Background: an optimization exercise with open tools, aiming at small area. Do not read the settings as production practice.
Function was checked by simulation only, so behaviour that the tests miss may differ from the original.
Power and IR drop assume default switching activity.

==> flow/design.v <==
`timescale 1ns / 10ps
module InputFSM
#(
parameter	LOCAL_Y		=	4'b0010,
parameter	LOCAL_X		=	4'b0010,
parameter	DATAW		=	66,
parameter	ADDRYX		=	8,
parameter	BWCTRLW		=	3
)
(
input		clk,
input		reset,
input					input_stb_i,
input					input_fwd_i,
input					input_grant_i, 
input	[BWCTRLW-1:0]	input_bwctrl_i, 
input					input_deny_i, 
input	[DATAW-1:0]		input_data_i,
output					input_fwd_o,
output					input_stb_o,
output	[DATAW-1:0]		input_data_o,
output					input_request_o,
output					input_cancel_o,
output					input_suspend_o,
output					input_pack_o,
output					input_fail_o,
output	[ADDRYX-1:0]	input_address_o
);
parameter	PACKPOS		=	0;
parameter	SUSPENDPOS	=	1;
parameter	CANCELPOS	=	2;
parameter	F_IDLE		=	3'b000;
parameter	F_REQ1		=	3'b001;
parameter	F_REQ2		=	3'b010;
parameter	F_PRELOCK	=	3'b011;
parameter	F_LOCK		=	3'b100;
parameter	F_FALL		=	3'b101;
wire	  	 check_pot;
wire[1:0]    multicast;
wire[1:0]	 channel;
reg		     skip_pack_r;
reg	[ADDRYX-1:0]	address_r;
reg					fail_r;
reg					request_r;
reg					pack_r;
reg					suspend_r;
reg					cancel_r;
reg	[2:0]		input_cs;
reg	[2:0]		input_ns;
assign  multicast=(reset)?2'd0:((input_data_i[DATAW-3]==1'b0)?2'd1:(input_data_i[DATAW-3]==1'b1)?2'd2:2'd0);
always@(posedge clk)	begin
	if(reset)
		input_cs<=F_IDLE;
	else
		input_cs<=input_ns;
end	
always@(input_stb_i,input_data_i,input_grant_i,input_bwctrl_i,input_deny_i,input_cs)	begin
	input_ns=input_cs;
	case(input_cs)
		F_IDLE	:	begin
						if(input_stb_i && input_data_i[DATAW-1])
							input_ns=F_REQ1;
						else
							input_ns=F_IDLE;		
					end
		F_REQ1	:	begin
						if(!input_stb_i)
							input_ns=F_IDLE;
						else if(input_deny_i)
							input_ns=F_FALL;
						else if(input_grant_i)
							input_ns=F_PRELOCK;
						else
							input_ns=F_REQ1;
					end
		F_REQ2	:	begin
						if(!input_stb_i)
							input_ns=F_IDLE;
						else if(input_deny_i)
							input_ns=F_FALL;
						else if(input_grant_i)
							input_ns=F_PRELOCK;
						else
							input_ns=F_REQ2;
					end
		F_PRELOCK:	begin
						if(!input_stb_i)
							input_ns=F_IDLE;
						else if(input_deny_i)
							input_ns=F_FALL;
						else if(input_bwctrl_i[PACKPOS] && (!check_pot || skip_pack_r))
							input_ns=F_LOCK;
						else if(input_bwctrl_i[PACKPOS] && check_pot)
							input_ns=F_REQ2;
						else
							input_ns=F_PRELOCK;
					end
		F_LOCK	:	begin
						if(!input_stb_i)
							input_ns=F_IDLE;
 						else if(input_deny_i)
							input_ns=F_FALL;
						else if(input_bwctrl_i[CANCELPOS])
							input_ns=F_IDLE;
						else
							input_ns=F_LOCK;
					end
		F_FALL	:	begin
						if(!input_stb_i)
							input_ns=F_IDLE;
						else
							input_ns=F_FALL;
					end
		default	:	input_ns=F_IDLE;			
	endcase
end
always@(posedge clk)	begin
	if(reset)
		address_r<=8'd0;
	else if(multicast==2'd1)
	  begin
		if(input_ns==F_REQ1 && input_stb_i)
			address_r<=input_data_i[2*ADDRYX-1:ADDRYX];
		else if(input_ns==F_REQ2 && input_stb_i)
			address_r<=input_data_i[3*ADDRYX-1:ADDRYX*2];
		else
			address_r<=8'd0;
	  end
	else if(multicast==2'd2)
	  begin
		if(input_ns==F_REQ1 && input_stb_i)
			address_r[7:4]<=input_data_i[ADDRYX+3:ADDRYX];
		else if(input_ns==F_REQ2 && input_stb_i)
			address_r[7:4]<=input_data_i[2*ADDRYX-1:ADDRYX+4];
		else
			address_r<=8'd0;
	  end  
end
always@(posedge clk)	begin
	if(reset)
		skip_pack_r<=1'd0;
	else if(!input_stb_i)
		skip_pack_r<=1'd0;
	else if(input_ns==F_REQ2 && input_stb_i)
		skip_pack_r<=1'd1;
	else
		skip_pack_r<=skip_pack_r;
end
assign	check_pot	=	input_data_i[DATAW-1:DATAW-2]==2'b10 && ( (multicast==2'd2 && input_data_i[ADDRYX+3:ADDRYX]==LOCAL_Y && |input_data_i[2*ADDRYX-1:ADDRYX+4]) || (multicast==2'd1 && input_data_i[ADDRYX+3:ADDRYX]==LOCAL_X && input_data_i[2*ADDRYX-1:ADDRYX+4]==LOCAL_Y && |input_data_i[3*ADDRYX-1:ADDRYX*2]));
always@(posedge clk)	begin
	if(reset)
		fail_r<=1'b0;
	else if(input_cs!=F_FALL &&	input_ns==F_FALL && input_stb_i)
		fail_r<=1'b1;
	else
		fail_r<=1'b0;
end
always@(posedge clk)	begin
	if(reset)
		request_r<=1'b0;
	else if((input_ns==F_REQ1 || input_ns==F_REQ2)&& input_stb_i)
		request_r<=1'b1;
	else
		request_r<=1'b0;
end
always@(posedge clk)	begin
	if(reset)
		pack_r<=1'b0;
	else
		pack_r<=input_bwctrl_i[PACKPOS];
end
always@(posedge clk)	begin
	if(reset)
		suspend_r<=1'b0;
	else
		suspend_r<=input_bwctrl_i[SUSPENDPOS];
end
always@(posedge clk)	begin
	if(reset)
		cancel_r<=1'b0;
	else
		cancel_r<=input_bwctrl_i[CANCELPOS];
end
assign	input_data_o	=	input_data_i;
assign	input_stb_o		=	input_stb_i;
assign	input_fwd_o		=	input_fwd_i;
assign	input_request_o	=	request_r;
assign	input_address_o	=	address_r;
assign	input_fail_o    = 	fail_r;                              
assign	input_pack_o    = 	pack_r;                              
assign	input_suspend_o = 	suspend_r;                           
assign	input_cancel_o  = 	cancel_r;
endmodule
`timescale 1ns / 10ps
module Priority
#(parameter	PORTS=4)
(
input	[PORTS-1:0]	priority_request_i, 
output	[PORTS-1:0]	priority_request_o
);
wire	[PORTS-1:0]	priority_select;
assign	priority_select	=	priority_request_i[0]?	4'b0001:				 
							priority_request_i[3]?	4'b1000:				 
							priority_request_i[1]?	4'b0010:				 
							priority_request_i[2]?	4'b0100:4'b0000;		 
assign	priority_request_o=priority_select;
endmodule
`timescale 1ns / 10ps
module Decoder
#(
parameter	LOCAL_Y		=	4'b0010,
parameter	LOCAL_X		=	4'b0010,
parameter	PORTS		=	4,
parameter	ADDRYX		=	8,
parameter	ADDRX		=	4,
parameter	ADDRY		=	4,
parameter	IPCOREPOS	=	0,
parameter	BRIDGEPOS	=	3,
parameter	CLKWPOS		=	2,
parameter	ATCLKWPOS	=	1
)
(
input						clk,
input						reset,
input	[PORTS-1:0]			decoder_select_i,   
input	[PORTS*ADDRYX-1:0]	decoder_address_i,	
output	[PORTS-1:0]			decoder_src_o, 
output	[PORTS-1:0]			decoder_dest_o 
);
reg		[PORTS-1:0]		src_r;
reg		[PORTS-1:0]		dest_r;
wire	[ADDRX-1:0]		addr_x_num;
wire	[ADDRY-1:0]		addr_y_num;
wire	[PORTS-1:0]		dest_num;
wire	[ADDRYX-1:0]    address_num;
assign	address_num	=	decoder_select_i[0]?	decoder_address_i[ADDRYX-1:0]: 
						decoder_select_i[1]?	decoder_address_i[2*ADDRYX-1:ADDRYX]:
						decoder_select_i[2]?	decoder_address_i[3*ADDRYX-1:2*ADDRYX]:
						decoder_select_i[3]?	decoder_address_i[4*ADDRYX-1:3*ADDRYX]:{ADDRYX{1'b0}};
assign	addr_y_num	=	address_num[ADDRX+ADDRY-1:ADDRX];				
assign	addr_x_num	=	address_num[ADDRX-1:0];	
reg  CLKW;
reg  ATCLKW;
reg  BRIDGE;
reg [3:0] addr_y_bridge;
wire [3:0] abs;
reg [3:0] abs2;
assign abs=addr_y_num - LOCAL_Y ; 
always@(posedge clk )begin
	if(reset)begin
		CLKW <= 1'b0;
		ATCLKW <= 1'b0;
		BRIDGE <= 1'b0;
		addr_y_bridge <= 4'd0;
	end
	else if(addr_x_num==LOCAL_X && (decoder_select_i[0]==1'b1||decoder_select_i[3]==1'b1))begin	
		if((addr_x_num == 4'd1 && abs <= 8 && abs!=0) || (addr_x_num == 4'd2 && abs <= 4 && abs!=0))begin
				CLKW <= 1'b1;
				ATCLKW <= 1'b0;
				BRIDGE <= 1'b0;
				end
		else begin
				ATCLKW <= 1'b1;
				CLKW <= 1'b0;
				BRIDGE <= 1'b0;
				end
	end
	else if(addr_x_num==LOCAL_X && decoder_select_i[1]==1'b1)begin
			CLKW <= 1'b1;
			ATCLKW <= 1'b0;
			BRIDGE <= 1'b0;
			end
	else if(addr_x_num==LOCAL_X && decoder_select_i[2]==1'b1)begin
			CLKW   <= 1'b0;
			ATCLKW <= 1'b1;
			BRIDGE <= 1'b0;
			end	
	else if(addr_x_num!=LOCAL_X && addr_x_num != 4'd0)begin
		if(LOCAL_X == 4'd2)begin
			case(addr_y_num)
			4'd0: addr_y_bridge <= 4'd1;
			4'd1: addr_y_bridge <= 4'd1;
			4'd2: addr_y_bridge <= 4'd1;
			4'd3: addr_y_bridge <= 4'd1;
			4'd4: addr_y_bridge <= 4'd3;
			4'd5: addr_y_bridge <= 4'd3;
			4'd6: addr_y_bridge <= 4'd3;
			4'd7: addr_y_bridge <= 4'd3;
			4'd8: addr_y_bridge <= 4'd5;
			4'd9: addr_y_bridge <= 4'd5;
			4'd10: addr_y_bridge <= 4'd5;
			4'd11: addr_y_bridge <= 4'd5;
			4'd12: addr_y_bridge <= 4'd7;
			4'd13: addr_y_bridge <= 4'd7;
			4'd14: addr_y_bridge <= 4'd7;
			4'd15: addr_y_bridge <= 4'd7;
			default:;
			endcase
			abs2=addr_y_bridge - LOCAL_Y ;
			if(addr_y_bridge == LOCAL_Y)begin
				BRIDGE <= 1'b1;
				ATCLKW <= 1'b0;
				CLKW <= 1'b0;
			end
			else if(abs2 <= 4 && abs2!=0)begin
				CLKW   <= 1'b1;
				BRIDGE <= 1'b0;
				ATCLKW <= 1'b0;
			end
			else
				begin
				ATCLKW <=1'b1;
				CLKW   <= 1'b0;
				BRIDGE <= 1'b0;
			end
		end
		else if(LOCAL_X == 4'd1)begin
			case(LOCAL_Y)
			4'd0: addr_y_bridge <= 4'd2;
			4'd1: addr_y_bridge <= 4'd2;
			4'd2: addr_y_bridge <= 4'd2;
			4'd3: addr_y_bridge <= 4'd2;
			4'd4: addr_y_bridge <= 4'd6;
			4'd5: addr_y_bridge <= 4'd6;
			4'd6: addr_y_bridge <= 4'd6;
			4'd7: addr_y_bridge <= 4'd6;
			4'd8: addr_y_bridge <= 4'd10;
			4'd9: addr_y_bridge <= 4'd10;
			4'd10: addr_y_bridge <= 4'd10;
			4'd11: addr_y_bridge <= 4'd10;
			4'd12: addr_y_bridge <= 4'd14;
			4'd13: addr_y_bridge <= 4'd14;
			4'd14: addr_y_bridge <= 4'd14;
			4'd15: addr_y_bridge <= 4'd14;
			default:;
			endcase		
			if(addr_y_bridge == LOCAL_Y)begin
				BRIDGE <= 1'b1;
				ATCLKW <= 1'b0;
				CLKW <= 1'b0;
			end
			else if(addr_y_bridge > LOCAL_Y)begin
				CLKW   <= 1'b1;
				BRIDGE <= 1'b0;
				ATCLKW <= 1'b0;
			end
			else if(addr_y_bridge < LOCAL_Y)begin
				ATCLKW <=1'b1;
				CLKW   <= 1'b0;
				BRIDGE <= 1'b0;
			end
		end
	end
end
assign	dest_num[IPCOREPOS]		=	(|decoder_select_i && addr_x_num==LOCAL_X  &&  addr_y_num==LOCAL_Y)?	1'b1:1'b0;
assign	dest_num[BRIDGEPOS]		=	(|decoder_select_i && BRIDGE == 1'b1)?	1'b1:1'b0;
assign	dest_num[CLKWPOS]		=	(|decoder_select_i && CLKW	 == 1'b1)?	1'b1:1'b0;
assign	dest_num[ATCLKWPOS]		=	(|decoder_select_i && ATCLKW == 1'b1)?	1'b1:1'b0;
always@(posedge clk)
	if(reset)
		dest_r<={PORTS{1'b0}};
	else
		dest_r<=dest_num;
reg		[PORTS-1:0]		src_r_delay;
always@(posedge clk)
	if(reset)
		src_r_delay<={PORTS{1'b0}};
	else
		src_r_delay<=decoder_select_i;
always@(posedge clk)
	if(reset)
		src_r<={PORTS{1'b0}};
	else
		src_r<=src_r_delay;	          	
assign	decoder_src_o	=	src_r;
assign	decoder_dest_o	=	dest_r;
endmodule
`timescale 1ns / 10ps
module Arbiter
#(parameter	CONNECTIONW=16,PORTS=4)
(
input						clk,
input						reset,
input	[PORTS-1:0]			arbiter_stb_i,
input	[PORTS-1:0]			arbiter_src_i,
input	[PORTS-1:0]			arbiter_dest_i,
input	[PORTS-1:0]			arbiter_fail_i,
input	[PORTS-1:0]			arbiter_cancel_i,
output	[PORTS-1:0]			arbiter_grant_o, 
output	[PORTS-1:0]			arbiter_deny_o, 
output	[CONNECTIONW-1:0]	arbiter_connections_o,  
output	[PORTS-1:0]			arbiter_occupied_o 
);
reg		[PORTS-1:0]			src_r;
reg		[CONNECTIONW-1:0]	connections_r;
wire	[PORTS-1:0]			grant_int;
wire	[PORTS-1:0]			deny_src_int;
wire	[PORTS-1:0]			deny_int;
wire	[PORTS-1:0]			occupied_int;
wire						src_change_int;
always@(posedge clk)
	if(reset)
		src_r<={PORTS{1'b0}};
	else
		src_r<=arbiter_src_i;
always@(posedge clk)
	if(reset)
		connections_r<={CONNECTIONW{1'b0}};
	else
		begin
			if((|arbiter_cancel_i)||(|arbiter_fail_i))
				begin
					if(arbiter_cancel_i[0]||arbiter_fail_i[0]) 
						connections_r[3:0]<=4'b0;
					if(arbiter_cancel_i[1]||arbiter_fail_i[1])
						connections_r[7:4]<=4'b0;
					if(arbiter_cancel_i[2]||arbiter_fail_i[2])
						connections_r[11:8]<=4'b0;
					if(arbiter_cancel_i[3]||arbiter_fail_i[3])
						connections_r[15:12]<=4'b0;
				end 
			if(src_change_int)
				begin
					if(arbiter_src_i[0]) 
						begin
							if(arbiter_dest_i[0]&&!occupied_int[0]) 
								connections_r[0]<=1'b1;
							else if(arbiter_dest_i[1]&&!occupied_int[1]) 
								connections_r[4]<=1'b1;
							else if(arbiter_dest_i[2]&&!occupied_int[2])
								connections_r[8]<=1'b1;
							else if(arbiter_dest_i[3]&&!occupied_int[3])
								connections_r[12]<=1'b1;						
						end
					if(arbiter_src_i[1])
						begin
							if(arbiter_dest_i[0]&&!occupied_int[0])
								connections_r[1]<=1'b1;
							else if(arbiter_dest_i[1]&&!occupied_int[1])
								connections_r[5]<=1'b1;
							else if(arbiter_dest_i[2]&&!occupied_int[2])
								connections_r[9]<=1'b1;
							else if(arbiter_dest_i[3]&&!occupied_int[3])
								connections_r[13]<=1'b1;							
						end
					if(arbiter_src_i[2])
						begin
							if(arbiter_dest_i[0]&&!occupied_int[0])
								connections_r[2]<=1'b1;
							else if(arbiter_dest_i[1]&&!occupied_int[1])
								connections_r[6]<=1'b1;
							else if(arbiter_dest_i[2]&&!occupied_int[2])
								connections_r[10]<=1'b1;
							else if(arbiter_dest_i[3]&&!occupied_int[3])
								connections_r[14]<=1'b1;
						end
					if(arbiter_src_i[3])
						begin
							if(arbiter_dest_i[0]&&!occupied_int[0])
								connections_r[3]<=1'b1;
							else if(arbiter_dest_i[1]&&!occupied_int[1])
								connections_r[7]<=1'b1;
							else if(arbiter_dest_i[2]&&!occupied_int[2])
								connections_r[11]<=1'b1;
							else if(arbiter_dest_i[3]&&!occupied_int[3])
								connections_r[15]<=1'b1;						
						end
				end
			if(!arbiter_stb_i[0])
				begin
					connections_r[0]<=1'b0;
					connections_r[4]<=1'b0;
					connections_r[8]<=1'b0;
					connections_r[12]<=1'b0;				
				end
			if(!arbiter_stb_i[1])
				begin
					connections_r[1]<=1'b0;
					connections_r[5]<=1'b0;
					connections_r[9]<=1'b0;
					connections_r[13]<=1'b0;
				end
			if(!arbiter_stb_i[2])
				begin
					connections_r[2]<=1'b0;
					connections_r[6]<=1'b0;
					connections_r[10]<=1'b0;
					connections_r[14]<=1'b0;
				end
			if(!arbiter_stb_i[3])
				begin
					connections_r[3]<=1'b0;
					connections_r[7]<=1'b0;
					connections_r[11]<=1'b0;
					connections_r[15]<=1'b0;
				end							
		end
assign	src_change_int	=	(src_r != arbiter_src_i)?	1'b1:1'b0;
assign	occupied_int	=	{	|{connections_r[15:12]},
								|{connections_r[11:8]},
								|{connections_r[7:4]},
								|{connections_r[3:0]} 
							};
assign	grant_int	=	(src_change_int && |((~occupied_int) & arbiter_dest_i))?	arbiter_src_i:{PORTS{1'b0}};
assign	deny_src_int	=	(src_change_int && !(|((~occupied_int) & arbiter_dest_i)))?	arbiter_src_i:{PORTS{1'b0}};
assign	deny_int	=	deny_src_int	|(arbiter_fail_i[0]?	connections_r[3:0]		:4'd0)
										|(arbiter_fail_i[1]?	connections_r[7:4]		:4'd0)
										|(arbiter_fail_i[2]?	connections_r[11:8]		:4'd0)
										|(arbiter_fail_i[3]?	connections_r[15:12]	:4'd0);
assign	arbiter_grant_o			=	grant_int;
assign	arbiter_deny_o			=	deny_int;
assign	arbiter_connections_o	=	connections_r;
assign	arbiter_occupied_o		=	occupied_int;
endmodule
`timescale 1ns / 10ps
module Crossbar
#(
parameter	DATAW			=	66,
parameter	PORTS			=	4,
parameter	CONNECTIONW		=	16,
parameter	FWCTRLW			=	1,
parameter	BWCTRLW			=	3
)
(
input	[CONNECTIONW-1:0]		crossbar_connections_i, 
input	[PORTS*FWCTRLW-1:0]		crossbar_fw_ctrl_i, 
input	[PORTS*BWCTRLW-1:0]		crossbar_bw_ctrl_i, 
input	[PORTS*DATAW-1:0]		crossbar_data_i,
output	[PORTS*FWCTRLW-1:0]		crossbar_fw_ctrl_o, 
output	[PORTS*BWCTRLW-1:0]		crossbar_bw_ctrl_o, 
output	[PORTS*DATAW-1:0]		crossbar_data_o 
);
assign	crossbar_data_o[DATAW-1:0]			=	crossbar_connections_i[0]?crossbar_data_i[DATAW-1:0]			: 
												crossbar_connections_i[1]?crossbar_data_i[DATAW*2-1:DATAW]	    : 
												crossbar_connections_i[2]?crossbar_data_i[DATAW*3-1:DATAW*2]	:
												crossbar_connections_i[3]?crossbar_data_i[DATAW*4-1:DATAW*3]	:	{DATAW{1'b0}};													
assign	crossbar_data_o[DATAW*2-1:DATAW]	=	crossbar_connections_i[4]?crossbar_data_i[DATAW-1:0]			:
												crossbar_connections_i[5]?crossbar_data_i[DATAW*2-1:DATAW]	    :
												crossbar_connections_i[6]?crossbar_data_i[DATAW*3-1:DATAW*2]	:
												crossbar_connections_i[7]?crossbar_data_i[DATAW*4-1:DATAW*3]	:	{DATAW{1'b0}};													
assign	crossbar_data_o[DATAW*3-1:DATAW*2]	=	crossbar_connections_i[8]?crossbar_data_i[DATAW-1:0]			:
												crossbar_connections_i[9]?crossbar_data_i[DATAW*2-1:DATAW]		:
												crossbar_connections_i[10]?crossbar_data_i[DATAW*3-1:DATAW*2]	:
												crossbar_connections_i[11]?crossbar_data_i[DATAW*4-1:DATAW*3]	:	{DATAW{1'b0}};	
assign	crossbar_data_o[DATAW*4-1:DATAW*3]	=	crossbar_connections_i[12]?crossbar_data_i[DATAW-1:0]			:
												crossbar_connections_i[13]?crossbar_data_i[DATAW*2-1:DATAW]		:
												crossbar_connections_i[14]?crossbar_data_i[DATAW*3-1:DATAW*2]	:
												crossbar_connections_i[15]?crossbar_data_i[DATAW*4-1:DATAW*3]	:	{DATAW{1'b0}};												
assign	crossbar_fw_ctrl_o[0]	=	crossbar_connections_i[0]	?	crossbar_fw_ctrl_i[0]	: 
									crossbar_connections_i[1]	?	crossbar_fw_ctrl_i[1]	:
									crossbar_connections_i[2]	?	crossbar_fw_ctrl_i[2]	:	
									crossbar_connections_i[3]	?	crossbar_fw_ctrl_i[3]	:	1'b0;									
assign	crossbar_fw_ctrl_o[1]	=	crossbar_connections_i[4]	?	crossbar_fw_ctrl_i[0]	:
									crossbar_connections_i[5]	?	crossbar_fw_ctrl_i[1]	:
									crossbar_connections_i[6]	?	crossbar_fw_ctrl_i[2]	:	
									crossbar_connections_i[7]	?	crossbar_fw_ctrl_i[3]	:	1'b0;										
assign	crossbar_fw_ctrl_o[2]	=	crossbar_connections_i[8]	?	crossbar_fw_ctrl_i[0]	:
									crossbar_connections_i[9]	?	crossbar_fw_ctrl_i[1]	:
									crossbar_connections_i[10]	?	crossbar_fw_ctrl_i[2]	:	
									crossbar_connections_i[11]	?	crossbar_fw_ctrl_i[3]	:	1'b0;									
assign	crossbar_fw_ctrl_o[3]	=	crossbar_connections_i[12]	?	crossbar_fw_ctrl_i[0]	:
									crossbar_connections_i[13]	?	crossbar_fw_ctrl_i[1]	:
									crossbar_connections_i[14]	?	crossbar_fw_ctrl_i[2]	:
									crossbar_connections_i[15]	?	crossbar_fw_ctrl_i[3]	:	1'b0;
assign	crossbar_bw_ctrl_o[BWCTRLW-1:0]				=	 (crossbar_connections_i[0]		?   crossbar_bw_ctrl_i[BWCTRLW-1:0]				:{BWCTRLW{1'b0}})
														|(crossbar_connections_i[4]		?   crossbar_bw_ctrl_i[BWCTRLW*2-1:BWCTRLW]		:{BWCTRLW{1'b0}})
														|(crossbar_connections_i[8]		?   crossbar_bw_ctrl_i[BWCTRLW*3-1:BWCTRLW*2]	:{BWCTRLW{1'b0}})
														|(crossbar_connections_i[12]	?   crossbar_bw_ctrl_i[BWCTRLW*4-1:BWCTRLW*3]	:{BWCTRLW{1'b0}});
assign	crossbar_bw_ctrl_o[BWCTRLW*2-1:BWCTRLW]		=	 (crossbar_connections_i[1]	 	?	crossbar_bw_ctrl_i[BWCTRLW-1:0]				:{BWCTRLW{1'b0}})
														|(crossbar_connections_i[5]		?	crossbar_bw_ctrl_i[BWCTRLW*2-1:BWCTRLW]		:{BWCTRLW{1'b0}})
														|(crossbar_connections_i[9]		?	crossbar_bw_ctrl_i[BWCTRLW*3-1:BWCTRLW*2]	:{BWCTRLW{1'b0}})
														|(crossbar_connections_i[13]	?   crossbar_bw_ctrl_i[BWCTRLW*4-1:BWCTRLW*3]	:{BWCTRLW{1'b0}});
assign	crossbar_bw_ctrl_o[BWCTRLW*3-1:BWCTRLW*2]	=	 (crossbar_connections_i[2]		?	crossbar_bw_ctrl_i[BWCTRLW-1:0]				:{BWCTRLW{1'b0}})
														|(crossbar_connections_i[6]		?	crossbar_bw_ctrl_i[BWCTRLW*2-1:BWCTRLW]		:{BWCTRLW{1'b0}})
														|(crossbar_connections_i[10]	?	crossbar_bw_ctrl_i[BWCTRLW*3-1:BWCTRLW*2]	:{BWCTRLW{1'b0}})
														|(crossbar_connections_i[14]	?   crossbar_bw_ctrl_i[BWCTRLW*4-1:BWCTRLW*3]	:{BWCTRLW{1'b0}});
assign	crossbar_bw_ctrl_o[BWCTRLW*4-1:BWCTRLW*3]	=	 (crossbar_connections_i[3]		?	crossbar_bw_ctrl_i[BWCTRLW-1:0]				:{BWCTRLW{1'b0}})
														|(crossbar_connections_i[7]		?	crossbar_bw_ctrl_i[BWCTRLW*2-1:BWCTRLW]		:{BWCTRLW{1'b0}})
														|(crossbar_connections_i[11]	?	crossbar_bw_ctrl_i[BWCTRLW*3-1:BWCTRLW*2]	:{BWCTRLW{1'b0}})
														|(crossbar_connections_i[15]	?	crossbar_bw_ctrl_i[BWCTRLW*4-1:BWCTRLW*3]	:{BWCTRLW{1'b0}});
endmodule
`timescale 1ns / 10ps
module OutputFSM
#(
parameter	LOCAL_Y		=	4'b0010,
parameter	LOCAL_X		=	4'b0100,
parameter	DATAW		=	66,
parameter	OFSMNUM		=	0,
parameter	ADDRYX		=	8,
parameter	BWCTRLW		=	3
)
(
input		clk,
input		reset,
input					output_fwd_i, 
input					output_occupied_i, 
input					output_cancel_i,
input					output_suspend_i,
input					output_pack_i,
input					output_fail_i, 
input	[DATAW-1:0]		output_data_i,
output	[BWCTRLW-1:0]	output_bwctrl_o,
output					output_fail_o,
output					output_cancel_o,
output					output_fwd_o,       
output					output_stb_o,       
output	[DATAW-1:0]		output_data_o
);
parameter	F_IDLE		=	2'b01;
parameter	F_LOCK		=	2'b10;
reg	[1:0]	output_cs;
reg	[1:0]	output_ns;
always@(posedge clk)	begin
	if(reset)
		output_cs<=F_IDLE;
	else
		output_cs<=output_ns;
end
always@(output_cs,output_occupied_i) begin
	case(output_cs)
	F_IDLE	:	begin
					if(output_occupied_i)
						output_ns=F_LOCK;
					else
						output_ns=F_IDLE;
				end
	F_LOCK	:	begin
					if(!output_occupied_i)
						output_ns=F_IDLE;
					else
						output_ns=F_LOCK;
				end
	default	:	output_ns=F_IDLE;
	endcase
end
reg				stb_r;
reg				fwd_r;
reg	[DATAW-1:0]	data_r;
reg				fail_r;
reg				cancel_r;
reg				suspend_r;
reg				pack_r;
always@(posedge clk)	begin
	if(reset)
		stb_r<=1'b0;
	else if(output_ns==F_LOCK)
		stb_r<=1'b1;
	else
		stb_r<=1'b0;
end
always@(posedge clk)	begin
	if(reset)
		fwd_r<=1'b0;
	else
		fwd_r<=output_fwd_i;
end
always@(posedge clk)	begin
	if(reset)
		data_r<={DATAW{1'b0}};
	else
		data_r<=output_data_i;
end
always@(posedge clk)	begin
	if(reset)
		fail_r<=1'b0;
	else
		fail_r<=output_fail_i;
end
always@(posedge clk)	begin
	if(reset)
		cancel_r<=1'b0;
	else if(output_data_i[DATAW-1:DATAW-2]==2'b01)
		cancel_r<=output_cancel_i;
	else
		cancel_r<=1'b0;
end
always@(posedge clk)	begin
	if(reset)
		suspend_r<=1'b0;
	else
		suspend_r<=output_suspend_i;
end
always@(posedge clk)	begin
	if(reset)
		pack_r<=1'b0;
	else
		pack_r<=output_pack_i;
end
assign	output_data_o		=	data_r;
assign	output_fwd_o		=	fwd_r;
assign	output_stb_o		=	stb_r;
assign	output_bwctrl_o		=	{cancel_r,suspend_r,pack_r};
assign	output_cancel_o		=	cancel_r;
assign	output_fail_o		=	fail_r;
endmodule
`timescale 1ns / 10ps
module PCC_4op
#(
parameter	LOCAL_Y	=	4'b0010,
parameter	LOCAL_X	=	4'b0001,
parameter	DATAW		=	66,
parameter	PORTS		=	4,
parameter   OUT_PORTS	=	4,
parameter	CONNECTIONW	=	16,
parameter	ADDRYX		=	8,
parameter	FWCTRLW		=	1,
parameter	BWCTRLW		=	3
)
(
input				clk,
input				reset,
input	[DATAW-1:0]	PCC_ip_data_i0,		PCC_ip_data_i1,		PCC_ip_data_i2,		PCC_ip_data_i3,	 
input				PCC_ip_stb_i0,		PCC_ip_stb_i1,		PCC_ip_stb_i2,		PCC_ip_stb_i3,	
input				PCC_ip_fwd_i0,		PCC_ip_fwd_i1,		PCC_ip_fwd_i2,		PCC_ip_fwd_i3,	    	
input				PCC_op_fail_i0,		PCC_op_fail_i1,		PCC_op_fail_i2,		PCC_op_fail_i3,	
input				PCC_op_pack_i0,		PCC_op_pack_i1,		PCC_op_pack_i2,		PCC_op_pack_i3,	
input				PCC_op_suspend_i0,	PCC_op_suspend_i1,	PCC_op_suspend_i2,	PCC_op_suspend_i3,	
input				PCC_op_cancel_i0,	PCC_op_cancel_i1,	PCC_op_cancel_i2,	PCC_op_cancel_i3,	
output	[DATAW-1:0]	PCC_op_data_o0,		PCC_op_data_o1,		PCC_op_data_o2,		PCC_op_data_o3,	
output				PCC_op_stb_o0,		PCC_op_stb_o1,		PCC_op_stb_o2,		PCC_op_stb_o3,	
output				PCC_op_fwd_o0,		PCC_op_fwd_o1,		PCC_op_fwd_o2,		PCC_op_fwd_o3,	
output				PCC_ip_fail_o0,		PCC_ip_fail_o1,		PCC_ip_fail_o2,		PCC_ip_fail_o3,	 
output				PCC_ip_pack_o0,		PCC_ip_pack_o1,		PCC_ip_pack_o2,		PCC_ip_pack_o3,	
output				PCC_ip_suspend_o0,	PCC_ip_suspend_o1,	PCC_ip_suspend_o2,	PCC_ip_suspend_o3,	
output				PCC_ip_cancel_o0,	PCC_ip_cancel_o1,	PCC_ip_cancel_o2,	PCC_ip_cancel_o3
);
wire	[PORTS-1:0]			if_pe_request;
wire	[DATAW*PORTS-1:0]	if_cb_data;
wire	[PORTS-1:0]			if_arb_stb;
wire	[PORTS-1:0]			if_cb_fwd;
wire	[ADDRYX*PORTS-1:0]	if_de_address;
wire	[PORTS-1:0]			pe_de_sel;
wire	[PORTS-1:0]			de_arb_src;
wire	[OUT_PORTS-1:0]		de_arb_dest;
wire	[PORTS-1:0]			arb_if_grant;
wire	[PORTS-1:0]			arb_if_deny;
wire	[CONNECTIONW-1:0]	arb_cb_connections;
wire	[OUT_PORTS-1:0]		arb_of_occupied;
wire	[BWCTRLW*PORTS-1:0]		cb_if_bw;
wire	[DATAW*OUT_PORTS-1:0]	cb_of_data;
wire	[FWCTRLW*OUT_PORTS-1:0]	cb_of_fwd;
wire	[OUT_PORTS-1:0]			of_arb_fail;
wire	[OUT_PORTS-1:0]			of_arb_cancel;
wire	[BWCTRLW*OUT_PORTS-1:0]	of_cb_bw;
InputFSM #(LOCAL_Y,LOCAL_X,DATAW)	InputFSM_IPCORE (
    .clk(clk), 
    .reset(reset), 
    .input_stb_i(PCC_ip_stb_i0), 
    .input_fwd_i(PCC_ip_fwd_i0), 
    .input_grant_i(arb_if_grant[0]), 
    .input_bwctrl_i(cb_if_bw[BWCTRLW-1:0]), 
    .input_deny_i(arb_if_deny[0]), 
    .input_data_i(PCC_ip_data_i0), 
    .input_fwd_o(if_cb_fwd[0]), 
    .input_stb_o(if_arb_stb[0]), 
    .input_data_o(if_cb_data[DATAW-1:0]), 
    .input_request_o(if_pe_request[0]), 
    .input_cancel_o(PCC_ip_cancel_o0), 
    .input_suspend_o(PCC_ip_suspend_o0), 
    .input_pack_o(PCC_ip_pack_o0), 
    .input_fail_o(PCC_ip_fail_o0), 
    .input_address_o(if_de_address[ADDRYX-1:0])
    );
InputFSM #(LOCAL_Y,LOCAL_X,DATAW)	InputFSM_1 (
    .clk(clk), 
    .reset(reset), 
    .input_stb_i(PCC_ip_stb_i1), 
    .input_fwd_i(PCC_ip_fwd_i1), 
    .input_grant_i(arb_if_grant[1]), 
    .input_bwctrl_i(cb_if_bw[BWCTRLW*2-1:BWCTRLW]), 
    .input_deny_i(arb_if_deny[1]), 
    .input_data_i(PCC_ip_data_i1), 
    .input_fwd_o(if_cb_fwd[1]), 
    .input_stb_o(if_arb_stb[1]), 
    .input_data_o(if_cb_data[DATAW*2-1:DATAW]), 
    .input_request_o(if_pe_request[1]), 
    .input_cancel_o(PCC_ip_cancel_o1), 
    .input_suspend_o(PCC_ip_suspend_o1), 
    .input_pack_o(PCC_ip_pack_o1), 
    .input_fail_o(PCC_ip_fail_o1), 
    .input_address_o(if_de_address[ADDRYX*2-1:ADDRYX])
    );
InputFSM #(LOCAL_Y,LOCAL_X,DATAW)	InputFSM_2 (
    .clk(clk), 
    .reset(reset), 
    .input_stb_i(PCC_ip_stb_i2), 
    .input_fwd_i(PCC_ip_fwd_i2), 
    .input_grant_i(arb_if_grant[2]), 
    .input_bwctrl_i(cb_if_bw[BWCTRLW*3-1:BWCTRLW*2]), 
    .input_deny_i(arb_if_deny[2]), 
    .input_data_i(PCC_ip_data_i2), 
    .input_fwd_o(if_cb_fwd[2]), 
    .input_stb_o(if_arb_stb[2]), 
    .input_data_o(if_cb_data[DATAW*3-1:DATAW*2]), 
    .input_request_o(if_pe_request[2]), 
    .input_cancel_o(PCC_ip_cancel_o2), 
    .input_suspend_o(PCC_ip_suspend_o2), 
    .input_pack_o(PCC_ip_pack_o2), 
    .input_fail_o(PCC_ip_fail_o2), 
    .input_address_o(if_de_address[ADDRYX*3-1:ADDRYX*2])
    );
InputFSM #(LOCAL_Y,LOCAL_X,DATAW)	InputFSM_BRIDGE (
    .clk(clk), 
    .reset(reset), 
    .input_stb_i(PCC_ip_stb_i3), 
    .input_fwd_i(PCC_ip_fwd_i3), 
    .input_grant_i(arb_if_grant[3]), 
    .input_bwctrl_i(cb_if_bw[BWCTRLW*4-1:BWCTRLW*3]), 
    .input_deny_i(arb_if_deny[3]), 
    .input_data_i(PCC_ip_data_i3), 
    .input_fwd_o(if_cb_fwd[3]), 
    .input_stb_o(if_arb_stb[3]), 
    .input_data_o(if_cb_data[DATAW*4-1:DATAW*3]), 
    .input_request_o(if_pe_request[3]), 
    .input_cancel_o(PCC_ip_cancel_o3), 
    .input_suspend_o(PCC_ip_suspend_o3), 
    .input_pack_o(PCC_ip_pack_o3), 
    .input_fail_o(PCC_ip_fail_o3), 
    .input_address_o(if_de_address[ADDRYX*4-1:ADDRYX*3])
    );
Priority Priority (
    .priority_request_i(if_pe_request), 
    .priority_request_o(pe_de_sel)
    );
Decoder #(LOCAL_Y,LOCAL_X,PORTS)	Decoder (
    .clk(clk), 
    .reset(reset), 
    .decoder_select_i(pe_de_sel), 
    .decoder_address_i(if_de_address),
    .decoder_src_o(de_arb_src), 
    .decoder_dest_o(de_arb_dest)
    );	
Arbiter Arbiter (
    .clk(clk), 
    .reset(reset), 
    .arbiter_stb_i(if_arb_stb), 
    .arbiter_src_i(de_arb_src), 
    .arbiter_dest_i(de_arb_dest), 
    .arbiter_fail_i(of_arb_fail), 
    .arbiter_cancel_i(of_arb_cancel),
    .arbiter_grant_o(arb_if_grant), 
    .arbiter_deny_o(arb_if_deny), 
    .arbiter_connections_o(arb_cb_connections), 
    .arbiter_occupied_o(arb_of_occupied)
    );
Crossbar #(DATAW)	Crossbar (
    .crossbar_connections_i(arb_cb_connections), 
    .crossbar_fw_ctrl_i(if_cb_fwd), 
    .crossbar_bw_ctrl_i(of_cb_bw), 
    .crossbar_data_i(if_cb_data), 
    .crossbar_fw_ctrl_o(cb_of_fwd), 
    .crossbar_bw_ctrl_o(cb_if_bw), 
    .crossbar_data_o(cb_of_data)
    );
OutputFSM #(LOCAL_Y,LOCAL_X,DATAW,3'd0)	OutputFSM_IPCORE (
    .clk(clk), 
    .reset(reset), 
    .output_fwd_i(cb_of_fwd[0]), 
    .output_occupied_i(arb_of_occupied[0]), 
    .output_cancel_i(PCC_op_cancel_i0), 
    .output_suspend_i(PCC_op_suspend_i0), 
    .output_pack_i(PCC_op_pack_i0), 
    .output_fail_i(PCC_op_fail_i0), 
    .output_data_i(cb_of_data[DATAW-1:0]), 
    .output_bwctrl_o(of_cb_bw[BWCTRLW-1:0]), 
    .output_fail_o(of_arb_fail[0]), 
    .output_cancel_o(of_arb_cancel[0]), 
    .output_fwd_o(PCC_op_fwd_o0), 
    .output_stb_o(PCC_op_stb_o0), 
    .output_data_o(PCC_op_data_o0)
    );
OutputFSM #(LOCAL_Y,LOCAL_X,DATAW,3'd1)	OutputFSM_1 (
    .clk(clk), 
    .reset(reset), 
    .output_fwd_i(cb_of_fwd[1]), 
    .output_occupied_i(arb_of_occupied[1]), 
    .output_cancel_i(PCC_op_cancel_i1), 
    .output_suspend_i(PCC_op_suspend_i1), 
    .output_pack_i(PCC_op_pack_i1), 
    .output_fail_i(PCC_op_fail_i1), 
    .output_data_i(cb_of_data[DATAW*2-1:DATAW]), 
    .output_bwctrl_o(of_cb_bw[BWCTRLW*2-1:BWCTRLW]), 
    .output_fail_o(of_arb_fail[1]), 
    .output_cancel_o(of_arb_cancel[1]), 
    .output_fwd_o(PCC_op_fwd_o1), 
    .output_stb_o(PCC_op_stb_o1), 
    .output_data_o(PCC_op_data_o1)
    );
OutputFSM #(LOCAL_Y,LOCAL_X,DATAW,3'd2)	OutputFSM_2 (
    .clk(clk), 
    .reset(reset), 
    .output_fwd_i(cb_of_fwd[2]), 
    .output_occupied_i(arb_of_occupied[2]), 
    .output_cancel_i(PCC_op_cancel_i2), 
    .output_suspend_i(PCC_op_suspend_i2), 
    .output_pack_i(PCC_op_pack_i2), 
    .output_fail_i(PCC_op_fail_i2), 
    .output_data_i(cb_of_data[DATAW*3-1:DATAW*2]), 
    .output_bwctrl_o(of_cb_bw[BWCTRLW*3-1:BWCTRLW*2]), 
    .output_fail_o(of_arb_fail[2]), 
    .output_cancel_o(of_arb_cancel[2]), 
    .output_fwd_o(PCC_op_fwd_o2), 
    .output_stb_o(PCC_op_stb_o2), 
    .output_data_o(PCC_op_data_o2)
    );
OutputFSM #(LOCAL_Y,LOCAL_X,DATAW,3'd3)	OutputFSM_BRIDGE (
    .clk(clk), 
    .reset(reset), 
    .output_fwd_i(cb_of_fwd[3]), 
    .output_occupied_i(arb_of_occupied[3]), 
    .output_cancel_i(PCC_op_cancel_i3), 
    .output_suspend_i(PCC_op_suspend_i3), 
    .output_pack_i(PCC_op_pack_i3), 
    .output_fail_i(PCC_op_fail_i3), 
    .output_data_i(cb_of_data[DATAW*4-1:DATAW*3]),
    .output_bwctrl_o(of_cb_bw[BWCTRLW*4-1:BWCTRLW*3]), 
    .output_fail_o(of_arb_fail[3]), 
    .output_cancel_o(of_arb_cancel[3]), 
    .output_fwd_o(PCC_op_fwd_o3), 
    .output_stb_o(PCC_op_stb_o3), 
    .output_data_o(PCC_op_data_o3)
    );
endmodule
==> flow/run.sh <==
#!/bin/bash
# synth_recipe.tcl (not shown) runs the flow's synth.tcl, then flattens the netlist and writes it again
# the make line also repeats each setting of config.mk as NAME=value (left out here)
make -C /OpenROAD-flow-scripts/flow DESIGN_CONFIG=/design/flow/config.mk WORK_HOME=/design/flow/orfs CLKGATE_MAP_FILE= SYNTH_SCRIPT=/design/flow/synth_recipe.tcl finish
==> flow/config.mk <==
export PLATFORM = sky130hd
export DESIGN_NAME = PCC_4op
export DESIGN_NICKNAME = PCC_4op
export VERILOG_FILES = /design/flow/design.v
export SDC_FILE = /design/flow/constraint.sdc
export NUM_CORES = 4
export LEC_CHECK = 0
export CAP_MARGIN = 20
export CORE_MARGIN = 2
export CORE_UTILIZATION = 40
export SLEW_MARGIN = 20
==> flow/constraint.sdc <==
create_clock -name core_clock -period 4.0 [get_ports {clk}]
set_input_delay 0.8000 -clock core_clock [delete_from_list [all_inputs] [get_ports {clk}]]
set_output_delay 0.8000 -clock core_clock [all_outputs]
set_load 0.01 [all_outputs]
==> run notes <==
Placed design:
- The routability-driven placement congestion ratio is between 1 and 1.5.
- In this run the tool buffered the top-level ports with about 580 buffer cells.
- Detailed placement ended at an HPWL of 72,300 um.
- In this run, placement finished with an instance count of between 4,000 and 5,000.
- The placed instance area is between 0.02 and 0.03 mm2.

Flow run:
- Max-cap violations in this run came to 0.

Clock network:
- In this run the number of H-tree levels came out at 2.
- The insertion delay of the later-clocked pin in the worst-skew pair is 610 ps.
- The number of setup buffers added after CTS is 0.
- Buffers inserted during clock tree synthesis total 46.
- The root buffer cell chosen for the clock tree is sky130_fd_sc_hd__clkbuf_16.
- Gates resized during post-CTS repair numbered 0.
- The clock edge transition at the registers on the reported setup and hold paths is approximately 60 ps.
- The sink count of the clock tree is between 300 and 400.
- The maximum buffer depth of the clock tree is 3.
- The number of hold buffers added after cts is 0.
- The CTS tree is yes.

Drt:
- The number of antenna-violating nets in the routed design is 0.
- The via count is ~25,000.
- The first detailed-routing pass took 8 iterations.
- The ratio of routed vias to standard cells is around 5.8.
- The number of DRC markers in iteration 0 is between 2,000 and 3,000.
- The mean routed wirelength per cell is 23.7 um.
- After detailed routing, the number of remaining DRC violations is 0.
- The wire length reported by the detailed router is roughly 100,000 um.

Global routing:
- The initial antenna violation count was 21.
- In the global route stage, overall resource usage came out at 0.363.
- The via count of the first global-routing pass came to about 23,000.
- The total overflow left after global routing is 0.
- The maximum number of pins on one net before global-route repair is 92.
- The first global-routing pass estimated roughly 150,000 um of wire.

Yosys:
- The share of synthesized flip-flops with an asynchronous set or reset is 0.
- The mean cell area of the mapped netlist is 6.70 um2.
- The post-synthesis sequential element count is slightly below 400.
- The most common flop cell mapped by yosys is sky130_fd_sc_hd__dfxtp_1.
- The sequential area share after synthesis is 0.376.
- In this run, distinct cell masters in the synthesized netlist total ~90.
- Synthesis produced a netlist whose cell count is between 3,000 and 4,000.
- The number of enable-type register cells in the synthesized netlist is 0.
- Counting every net in the synthesized netlist gives 3,433.
- After synthesis, the cell types taking the most area are sky130_fd_sc_hd__dfxtp_1, sky130_fd_sc_hd__nor2_1, sky130_fd_sc_hd__a21oi_1, sky130_fd_sc_hd__nand2_1, sky130_fd_sc_hd__a22oi_1.
- The synthesis warning total is 7.
- The synthesized design spends more area on one cell type than any other, namely sky130_fd_sc_hd__dfxtp_1.
- After synthesis the cells add up to between 0.02 and 0.025 mm2.
- Of the post-synthesis cell area, the dominant cell type holds 0.376.

Timing:
- The final clock skew is 30.3 ps.
- Dividing the final minimum period by the clock period gives 0.874.
- Setup repair after global routing left no endpoint under its margin.
- In the final timing run, aggregate negative setup slack is 0 ps.
- The number of pins exceeding their max-slew limit in the final report is 0.
- The count of final hold-check violations is 0.
- Setup violations remaining at the end of the flow were counted as 0.
- In this run the tightest slew margin relative to its limit is 0.256.
- Based on the critical path, the design can be clocked at up to around 0.29 GHz.
- The final critical-path required period is 3490 ps.
- The measured slew at the worst slew-check pin is roughly 1100 ps.

Final layout:
- In the final layout, the share of cells above drive strength 1 is 0.0645.
- The fraction of the core area covered by cells at the end of the flow is 0.558.
- The area growth from synthesis to final layout is 38.8%.
- After the flow finishes, the layout carries non-filler instances totaling 4,350.
- The post-route cell area is roughly 0.029 mm2.
- The layout net count is slightly below 4,000.

Worst setup path:
- At the worst endpoint, the required time is 4490 ps.
- On the worst path, the slowest cell contributes a delay of around 840 ps.
- STA classifies the critical path startpoint as an input pin.
- Data arrives at the worst endpoint at ~4000 ps.
- In this run the register-to-register setup slack is between 600 and 700 ps.
- The start of the worst register-to-register path is Arbiter.connections_r[4].
- In this run the worst setup path terminates at InputFSM_1.address_r[1].
- The category of the most critical setup path is input pin to flop.
- The worst-case reg-to-reg path depth is 9.
- The launch point of the critical path is PCC_ip_data_i1[21].
- In this run the worst path has a maximum fanout of 6.
- The endpoint identified for the worst register-to-register timing path is InputFSM_IPCORE.address_r[5].
- The capturing element type of the critical path is a flop.
- The signal on the critical path passes through clkdlybuf4s50_1, nor4_1, a211oi_1, a311o_1, o21a_1, o2111ai_1, buf_4, or2_1, a21oi_2, a221o_1.
- The slowest stage of the critical path is the sky130_fd_sc_hd__nor4_1 cell.

Worst hold path:
- The class of the most critical hold timing path is flop to flop.
- The beginning of the worst hold path is Decoder.src_r_delay[2].

Power and ir drop:
- The maximum VDD drop is 0.292 mV.
- Dividing total power by cell area gives a power density of ~320 mW/mm2.
- For this design the static power due to leakage is 11.8 nW.

Floorplanning:
- The number of rows created at floorplan is 84.
- The die boundary height is 233 um.
- The top-level port count is about 580.
- The full die area is 0.0545 mm2.
- The die is ~230 um wide.
- In this run the standard cell core region covers between 0.05 and 0.06 mm2.
- The initial utilization of the core area, before any placement, comes to 0.402.

Status:
- The flow ran to the end and the layout has no timing, DRC or antenna violations.
-- worst max-delay path: cells and delay by family --
kind / cells / cell delay (ps)
and+or+nand+nor: 2 / 1040
buffers and inverters: 2 / 670
AOI/OAI and AO/OA: 6 / 1460
-- metal layers --
| metal | track usage | part of all wire |
|---|---|---|
| met3 | 0.0938 | 0.11 |
| met5 | 0 | 0.00089 |
| met1 | 0.469 | 0.40 |
| met4 | 0.163 | 0.045 |
| met2 | 0.567 | 0.44 |
-- cell usage in the layout, fill, tap and decap left out, types with 14 or more instances in the layout --
cell	instances
sky130_fd_sc_hd__a21oi_1	723
sky130_fd_sc_hd__a221oi_1	27
sky130_fd_sc_hd__a22o_1	18
sky130_fd_sc_hd__a22oi_1	103
sky130_fd_sc_hd__buf_4	100
sky130_fd_sc_hd__clkbuf_16	47
sky130_fd_sc_hd__clkdlybuf4s50_1	576
sky130_fd_sc_hd__dfxtp_1	381
sky130_fd_sc_hd__dfxtp_4	14
sky130_fd_sc_hd__diode_2	19
sky130_fd_sc_hd__inv_1	29
sky130_fd_sc_hd__nand2_1	230
sky130_fd_sc_hd__nor2_1	1025
sky130_fd_sc_hd__nor2b_1	49
sky130_fd_sc_hd__nor3_1	31
sky130_fd_sc_hd__nor4_1	20
sky130_fd_sc_hd__o21ai_0	21
-- synthesized netlist by cell type, types with 9 or more instances --
master / instances
sky130_fd_sc_hd__a221oi_1: 27
sky130_fd_sc_hd__buf_1: 80
sky130_fd_sc_hd__a22o_1: 18
sky130_fd_sc_hd__a21oi_1: 723
sky130_fd_sc_hd__inv_1: 29
sky130_fd_sc_hd__dfxtp_1: 396
sky130_fd_sc_hd__nor2_1: 1025
sky130_fd_sc_hd__a21o_1: 13
sky130_fd_sc_hd__nor2b_1: 50
sky130_fd_sc_hd__a22oi_1: 103
sky130_fd_sc_hd__nor3_1: 31
sky130_fd_sc_hd__nor4_1: 20
sky130_fd_sc_hd__clkbuf_1: 169
sky130_fd_sc_hd__nand2_1: 230
sky130_fd_sc_hd__a221o_1: 9
sky130_fd_sc_hd__o21ai_0: 21
-- cell families after synthesis --
group                    Yosys count  share of synthesized area
adder cells (fa/ha/maj)            2                    0.00119
XOR/XNOR                          10                    0.00416
multiplexers                       4                    0.00190
flip-flops                       396                      0.376
AO/OA/AOI/OAI                   1000                      0.278
AND/OR/NAND/NOR                 1441                      0.286
buffers and inverters            288                     0.0526
-- final cells by class --
cell class,instances,area [um2]
diodes,19,47.5
clock buffers,59,1290
clock inverters,23,349
fillers,5086,23100
inverters,29,109
multi-input cells,2457,12000
flip-flops and latches,396,7980
well taps,688,861
repair buffers,679,6560
-- state kept, by name, summed over array words and instances, names as in the netlist, 3 cells and up --
signal,flops
InputFSM_BRIDGE.input_cs,3
InputFSM_2.input_cs,3
InputFSM_BRIDGE.address_r,8
Decoder.dest_r,4
InputFSM_IPCORE.input_cs,3
OutputFSM_2.data_r,66
Arbiter.connections_r,16
InputFSM_1.address_r,8
Arbiter.src_r,4
OutputFSM_IPCORE.data_r,66
OutputFSM_1.data_r,66
InputFSM_1.input_cs,3
Decoder.src_r,4
InputFSM_2.address_r,8
Decoder.src_r_delay,4
InputFSM_IPCORE.address_r,8
OutputFSM_BRIDGE.data_r,66
-- stage by stage --
stage | hold WS [ps] | power (mW) | setup WS (ps)
floorplan | 414 | 4.22 | 1070
global placement | 416 | 4.77 | 82.3
detailed placement | 428 | 4.78 | 19.4
CTS | 434 | 9.39 | 646
global route | 449 | 9.59 | 376
finish | 425 | 9.36 | 505
-- worst min path at each step --
stage / slack [ps] / depth (start not counted) / to
after floorplan: 410 / 1 / Decoder.src_r[0]
after global placement: 420 / 1 / Decoder.src_r[2]
after detailed placement: 430 / 1 / Decoder.src_r[2]
after CTS: 430 / 1 / Decoder.src_r[2]
after global routing: 450 / 1 / Decoder.src_r[2]
final: 420 / 1 / Decoder.src_r[2]
-- where the power goes --
part	switching [mW]	leakage, nW	internal (mW)
sequential	0.0236	3.21	3.96
clock	1.79	0.811	2.85
combinational	0.389	7.79	0.344

## afterwards: timing with drivers on the ports
In the flow no input, the clock included, has a driving cell. The finished layout below was timed again as built, in two steps.
Step 1: set_driving_cell puts a clkbuf_16 on clk and a buf_2 on each other input, an assumption about the parent block.
Step 2 times the ports against the registers' clock, not the clock port: input delays grow and output delays shrink by t, the midpoint of the rising clock arrivals with the driver on.
Slacks: ideal ports / drivers / drivers and shift; pairs: ideal ports / drivers.
t (ns): 0.655
slack for setup (ns): 0.505 / 0.544 / -0.110
worst register clock-pin slew, ns: 0.06 / 0.06
Met with ideal ports but missed after step 2: setup timing in this run. The setup slack of this run moves by +0.039 ns with the drivers and by -0.615 ns with both steps.
